This design comes from an exercise in tuning for small area, a short achievable clock period and few clock cycles per item on the open sky130 flow, not from production work.
In this exercise RTL edits were held to simulation tests only and were not proved equivalent to the original.
Power and IR drop assume default switching activity.

== job 5885 ==
==> flow/design.v <==
module Reg_0 (
  input  wire        clk,
  input  wire        rst,
  input  wire        en_0,
  input  wire [15:0] d_in,
  output reg  [15:0] q,
  output wire [15:0] d_out
);
  assign d_out = en_0 ? d_in : q;
  always @(posedge clk or posedge rst) begin
    if (rst)
      q <= 16'b0;
    else
      q <= d_out;
  end
endmodule
module mux (
  input  wire [2:0]  sel,
  input  wire        imm_sel,
  input  wire [7:0]  imm,
  input  wire [15:0] d0, d1, d2, d3, d4, d5, d6, d7,
  output wire [15:0] out
);
  wire [7:0] oh = imm_sel ? 8'b0 : (8'b1 << sel);
  assign out = ({16{oh[0]}} & d0) | ({16{oh[1]}} & d1) | ({16{oh[2]}} & d2) |
               ({16{oh[3]}} & d3) | ({16{oh[4]}} & d4) | ({16{oh[5]}} & d5) |
               ({16{oh[6]}} & d6) | ({16{oh[7]}} & d7) |
               {8'b0, imm_sel ? imm : 8'b0};
endmodule
module ARITHM (
  input  wire [15:0] in_a,
  input  wire [15:0] in_b,
  input  wire [2:0]  select,
  output wire [15:0] alu_out
);
  wire op_add = select == 3'd0;
  wire op_sub = select == 3'd1;
  wire op_and = select == 3'd2;
  wire op_or  = select == 3'd3;
  wire op_xor = select == 3'd4;
  wire op_shl = select == 3'd5;
  wire op_shr = select == 3'd6;
  wire op_cmp = select == 3'd7;
  wire        sub = op_sub | op_cmp;
  wire [15:0] bx  = in_b ^ {16{sub}};
  wire [15:0] g0  = in_a & bx;
  wire [15:0] p0  = in_a ^ bx;
  reg [15:0] g, p, gn, pn;
  integer i, l;
  always @(*) begin
    g = g0; p = p0;
    for (l = 0; l < 4; l = l + 1) begin
      gn = g; pn = p;
      for (i = 0; i < 16; i = i + 1)
        if ((i >> l) & 1) begin
          gn[i] = g[i] | (p[i] & g[((i >> l) << l) - 1]);
          pn[i] = p[i] & p[((i >> l) << l) - 1];
        end
      g = gn; p = pn;
    end
  end
  wire [15:0] c   = {g[14:0] | (p[14:0] & {15{sub}}), sub};
  wire [15:0] sum = p0 ^ c;
  wire        gt  = g[15];               
  wire        eq  = p[15];               
  wire        lt  = ~(g[15] | p[15]);
  wire [15:0] ar;
  wire [15:0] sr;
  genvar k;
  generate
    for (k = 0; k < 16; k = k + 1) begin : rev
      assign ar[k] = op_shl ? in_a[15-k] : in_a[k];
    end
  endgenerate
  assign sr = ar >> in_b[3:0];
  wire big = |in_b[15:4];
  wire [15:0] srl;
  generate
    for (k = 0; k < 16; k = k + 1) begin : rev2
      assign srl[k] = sr[15-k];
    end
  endgenerate
  assign alu_out = ({16{op_add | op_sub}} & sum) |
                   ({16{op_and | op_or}} & g0) |
                   ({16{op_or | op_xor}} & p0) |
                   ({16{op_shr & ~big}} & sr) |
                   ({16{op_shl & ~big}} & srl) |
                   {14'b0, op_cmp & lt, op_cmp & gt};
endmodule
module Control_Unit (
  input  wire        rst,
  input  wire [15:0] instruction,
  output wire [7:0]  wr_en,
  output wire        wr_c,
  output wire        use_imm,
  output wire [2:0]  alu_sel,
  output wire        done
);
  wire run = (instruction[1:0] != 2'b10) & ~rst;
  assign done    = run;
  assign wr_c    = run;
  assign wr_en   = {8{run}} & (8'b1 << instruction[15:13]);
  assign use_imm = instruction[0] & ~instruction[1];
  assign alu_sel = instruction[4:2];
endmodule
module top (
  input  wire        clk,
  input  wire        reset,
  input  wire [15:0] instruction,
  output wire        done,
  output wire [15:0] d_out_c,
  output wire [15:0] d_out_0,
  output wire [15:0] d_out_1,
  output wire [15:0] d_out_2,
  output wire [15:0] d_out_3,
  output wire [15:0] d_out_4,
  output wire [15:0] d_out_5,
  output wire [15:0] d_out_6,
  output wire [15:0] d_out_7
);
  wire [7:0]  wr_en;
  wire        wr_c;
  wire        use_imm;
  wire [2:0]  alu_sel;
  wire [15:0] q0, q1, q2, q3, q4, q5, q6, q7, qc;
  wire [15:0] a, b, alu_out;
  Control_Unit control_unit (
    .rst(reset), .instruction(instruction),
    .wr_en(wr_en), .wr_c(wr_c), .use_imm(use_imm), .alu_sel(alu_sel),
    .done(done)
  );
  mux mux_a (.sel(instruction[15:13]), .imm_sel(1'b0), .imm(8'b0),
             .d0(q0), .d1(q1), .d2(q2), .d3(q3), .d4(q4), .d5(q5), .d6(q6), .d7(q7),
             .out(a));
  mux mux_b (.sel(instruction[12:10]), .imm_sel(use_imm), .imm(instruction[12:5]),
             .d0(q0), .d1(q1), .d2(q2), .d3(q3), .d4(q4), .d5(q5), .d6(q6), .d7(q7),
             .out(b));
  ARITHM my_alu (.in_a(a), .in_b(b), .select(alu_sel), .alu_out(alu_out));
  Reg_0 reg0 (.clk(clk), .rst(reset), .en_0(wr_en[0]), .d_in(alu_out), .q(q0), .d_out(d_out_0));
  Reg_0 reg1 (.clk(clk), .rst(reset), .en_0(wr_en[1]), .d_in(alu_out), .q(q1), .d_out(d_out_1));
  Reg_0 reg2 (.clk(clk), .rst(reset), .en_0(wr_en[2]), .d_in(alu_out), .q(q2), .d_out(d_out_2));
  Reg_0 reg3 (.clk(clk), .rst(reset), .en_0(wr_en[3]), .d_in(alu_out), .q(q3), .d_out(d_out_3));
  Reg_0 reg4 (.clk(clk), .rst(reset), .en_0(wr_en[4]), .d_in(alu_out), .q(q4), .d_out(d_out_4));
  Reg_0 reg5 (.clk(clk), .rst(reset), .en_0(wr_en[5]), .d_in(alu_out), .q(q5), .d_out(d_out_5));
  Reg_0 reg6 (.clk(clk), .rst(reset), .en_0(wr_en[6]), .d_in(alu_out), .q(q6), .d_out(d_out_6));
  Reg_0 reg7 (.clk(clk), .rst(reset), .en_0(wr_en[7]), .d_in(alu_out), .q(q7), .d_out(d_out_7));
  Reg_0 regC (.clk(clk), .rst(reset), .en_0(wr_c),     .d_in(alu_out), .q(qc), .d_out(d_out_c));
endmodule
Settings: LEC_CHECK=0, ABC_AREA=1, CAP_MARGIN=20, CORE_MARGIN=2, CORE_UTILIZATION=40, SETUP_SLACK_MARGIN=0.5, SLEW_MARGIN=20; clock period 6.0 ns.
standard.sh (not shown) runs the stock make flow with config.mk's settings and CLKGATE_MAP_FILE= SYNTH_SCRIPT=/design/flow/synth_recipe.tcl, a recipe that flattens the netlist after the stock synthesis.
==> flow/flow/run.sh <==
#!/bin/bash
set -euo pipefail
export BUFFER_PORTS_ARGS="-buffer_cell sky130_fd_sc_hd__buf_1"
bash standard.sh > flow_standard.log 2>&1
Testbench counts of job 5885, summed over its fixed seeds: cycles 3,200, insns 3,200.
### job 5885 -> job 6549
Settings: an added CTS_CLUSTER_SIZE of 10; a change of SETUP_SLACK_MARGIN from 0.5 to 0.3; an added CTS_BUF_LIST of sky130_fd_sc_hd__clkbuf_8; a change of CORE_UTILIZATION from 40 to 50.
==> flow/flow/run.sh <==
#!/bin/bash
# The standard layout (standard.sh) with two changes:
#  - no half/full-adder cell extraction in synthesis (ADDER_MAP_FILE empty), so
#    abc maps the adder's generate/propagate logic with the rest of the logic;
#  - the port buffers are plain buf_1 cells (repair may resize them).
# The synthesis script itself is the standard flow's, so the registers are the standard ones.
set -euo pipefail
export ADDER_MAP_FILE=
export BUFFER_PORTS_ARGS="-buffer_cell sky130_fd_sc_hd__buf_1"
bash standard.sh > flow_layout.log 2>&1
==> summary.txt <==
Delta (job 6549 minus job 5885): via count now smaller, maximum net fanout on the critical path now larger. Higher weighted congestion at the end of routability-driven global placement among job 6549 and job 5885: job 6549.
The following lists how job 6767 was set up differently from job 6549:
Settings: CTS_BUF_LIST no longer set, was sky130_fd_sc_hd__clkbuf_8; ABC_AREA no longer set, was 1; CORE_UTILIZATION now 40, was 50; SETUP_SLACK_MARGIN no longer set, was 0.3; CTS_CLUSTER_SIZE no longer set, was 10.
==> flow/flow/run.sh <==
#!/bin/bash
set -euo pipefail
export BUFFER_PORTS_ARGS="-buffer_cell sky130_fd_sc_hd__buf_1"
bash standard.sh > flow_standard.log 2>&1
Findings:
- [flow] job 6767 | stages: complete | final checks: fail | reason: setup timing
- Summary of job 6767 over job 6549: accumulated negative setup slack -42170 ps; critical path depth -2; combinational power +140%.
- Job 6767: largest driver fanout on the critical path lower than job 6549
- | routed wire length | job 6767 vs job 6549 | 7.2% higher |
- Number of well taps: job 6767 > job 6549
- When job 6767 is measured against job 6549, its buffer count from post-CTS setup fixing turns out 43 higher.

---

## build 55
// top: RTL as listed in full above, without the edits since
Settings: LEC_CHECK=0, ABC_AREA=1, CAP_MARGIN=20, CORE_MARGIN=2, CORE_UTILIZATION=50, SETUP_SLACK_MARGIN=0.3, SLEW_MARGIN=20; clock period 6.0 ns.
==> flow/flow/run.sh <==
#!/bin/bash
# The standard layout (standard.sh) with two changes:
#  - no half/full-adder cell extraction in synthesis (ADDER_MAP_FILE empty), so
#    abc maps the adder's generate/propagate logic with the rest of the logic;
#  - the port buffers are plain buf_1 cells (repair may resize them).
# The synthesis script itself is the standard flow's, so the registers are the standard ones.
set -euo pipefail
export ADDER_MAP_FILE=
export BUFFER_PORTS_ARGS="-buffer_cell sky130_fd_sc_hd__buf_1"
bash standard.sh > flow_layout.log 2>&1
Testbench counts of build 55, summed over its fixed seeds: cycles 3,200, insns 3,200.
Input-level comparison between build 32 and build 55:
==> flow/flow/run.sh <==
#!/bin/bash
set -euo pipefail
export BUFFER_PORTS_ARGS="-buffer_cell sky130_fd_sc_hd__buf_1"
bash standard.sh > flow_standard.log 2>&1
Notes after the runs:
- The endpoint of the most critical setup path comes out d_out_0[8] in one run and d_out_6[1] in the other, namely in build 32 and build 55 respectively.
- Build 32 vs build 55: cell area after technology mapping down slightly
- [compare] base=build 55 new=build 32: buffer count excluding the clock tree in the final layout increased 32, utilization after layout moved up, sequential cell count held.
Relative to build 32, the following input files were edited for build 7:
Settings: PLACE_DENSITY_LB_ADDON: unset -> 0.2; CTS_CLUSTER_SIZE: unset -> 10; CTS_BUF_LIST: unset -> sky130_fd_sc_hd__clkbuf_8.
==> flow/flow/run.sh <==
#!/bin/bash
# The standard layout (standard.sh) with three changes:
#  - no half/full-adder cell extraction in synthesis (ADDER_MAP_FILE empty), so
#    abc maps the adder's generate/propagate logic with the rest of the logic;
#  - the port buffers are plain buf_1 cells (repair may resize them);
#  - clock tree synthesis inserts no dummy load cells (otherwise the same
#    arguments ORFS builds from config.mk's CTS_BUF_LIST and CTS_CLUSTER_SIZE).
# The synthesis script itself is the standard flow's, so the registers are the standard ones.
set -euo pipefail
export ADDER_MAP_FILE=
export BUFFER_PORTS_ARGS="-buffer_cell sky130_fd_sc_hd__buf_1"
export CTS_ARGS="-sink_clustering_enable -repair_clock_nets -sink_clustering_size 10 -buf_list sky130_fd_sc_hd__clkbuf_8 -dont_use_dummy_load"
bash standard.sh > flow_layout.log 2>&1
## What came out
- Taking build 7 over build 32, the non-clock buffer count ratio works out to 0.844.
- Of build 7 and build 32, the higher power in combinational cells belongs to build 32.
- Number of gates resized after CTS in build 7 vs build 32: down 36
- Build 7 vs. build 32: final-layout clock-cell area share went down by 2.7 points, cell count after synthesis shows an increase of 57, total of fill cells in the finished design picked up an extra about 11%.

-- what the ideal ports hide --
In the flow no input, the clock included, has a driving cell. The finished layouts below were timed again as built, in two steps.
Step 1 sets driving cells, clkbuf_16 on the clock port and buf_2 on the other inputs (assumed; they add their load-dependent delay and slew).
Step 2 also shifts input and output timing later by t, the mid clock arrival at the registers, as if the neighbouring blocks saw the same clock.
a / b / c = ideal ports / drivers / drivers and shift; a / b = the first two.
run | t, ns | setup WS [ns] | hold slack, ns | pins driven straight from the clock port
job 5885 | 0.475 | 0.285 / 0.229 / 0.229 | 0.478 / 0.478 / 0.478 | 1
job 6549 | 0.513 | 0.477 / 0.457 / 0.457 | 0.482 / 0.482 / 0.482 | 1
job 6767 | 0.488 | -0.512 / -0.553 / -0.553 | 0.478 / 0.478 / 0.478 | 1
build 55 | 0.478 | 0.470 / 0.433 / 0.433 | 0.476 / 0.476 / 0.476 | 1
build 32 | 0.482 | 0.360 / 0.337 / 0.337 | 0.476 / 0.476 / 0.476 | 1
build 7 | 0.488 | 0.475 / 0.440 / 0.440 | 0.477 / 0.477 / 0.477 | 1
The setup slack of job 5885, which loses most, moves by -0.056 ns with the drivers and by -0.056 ns with both steps.
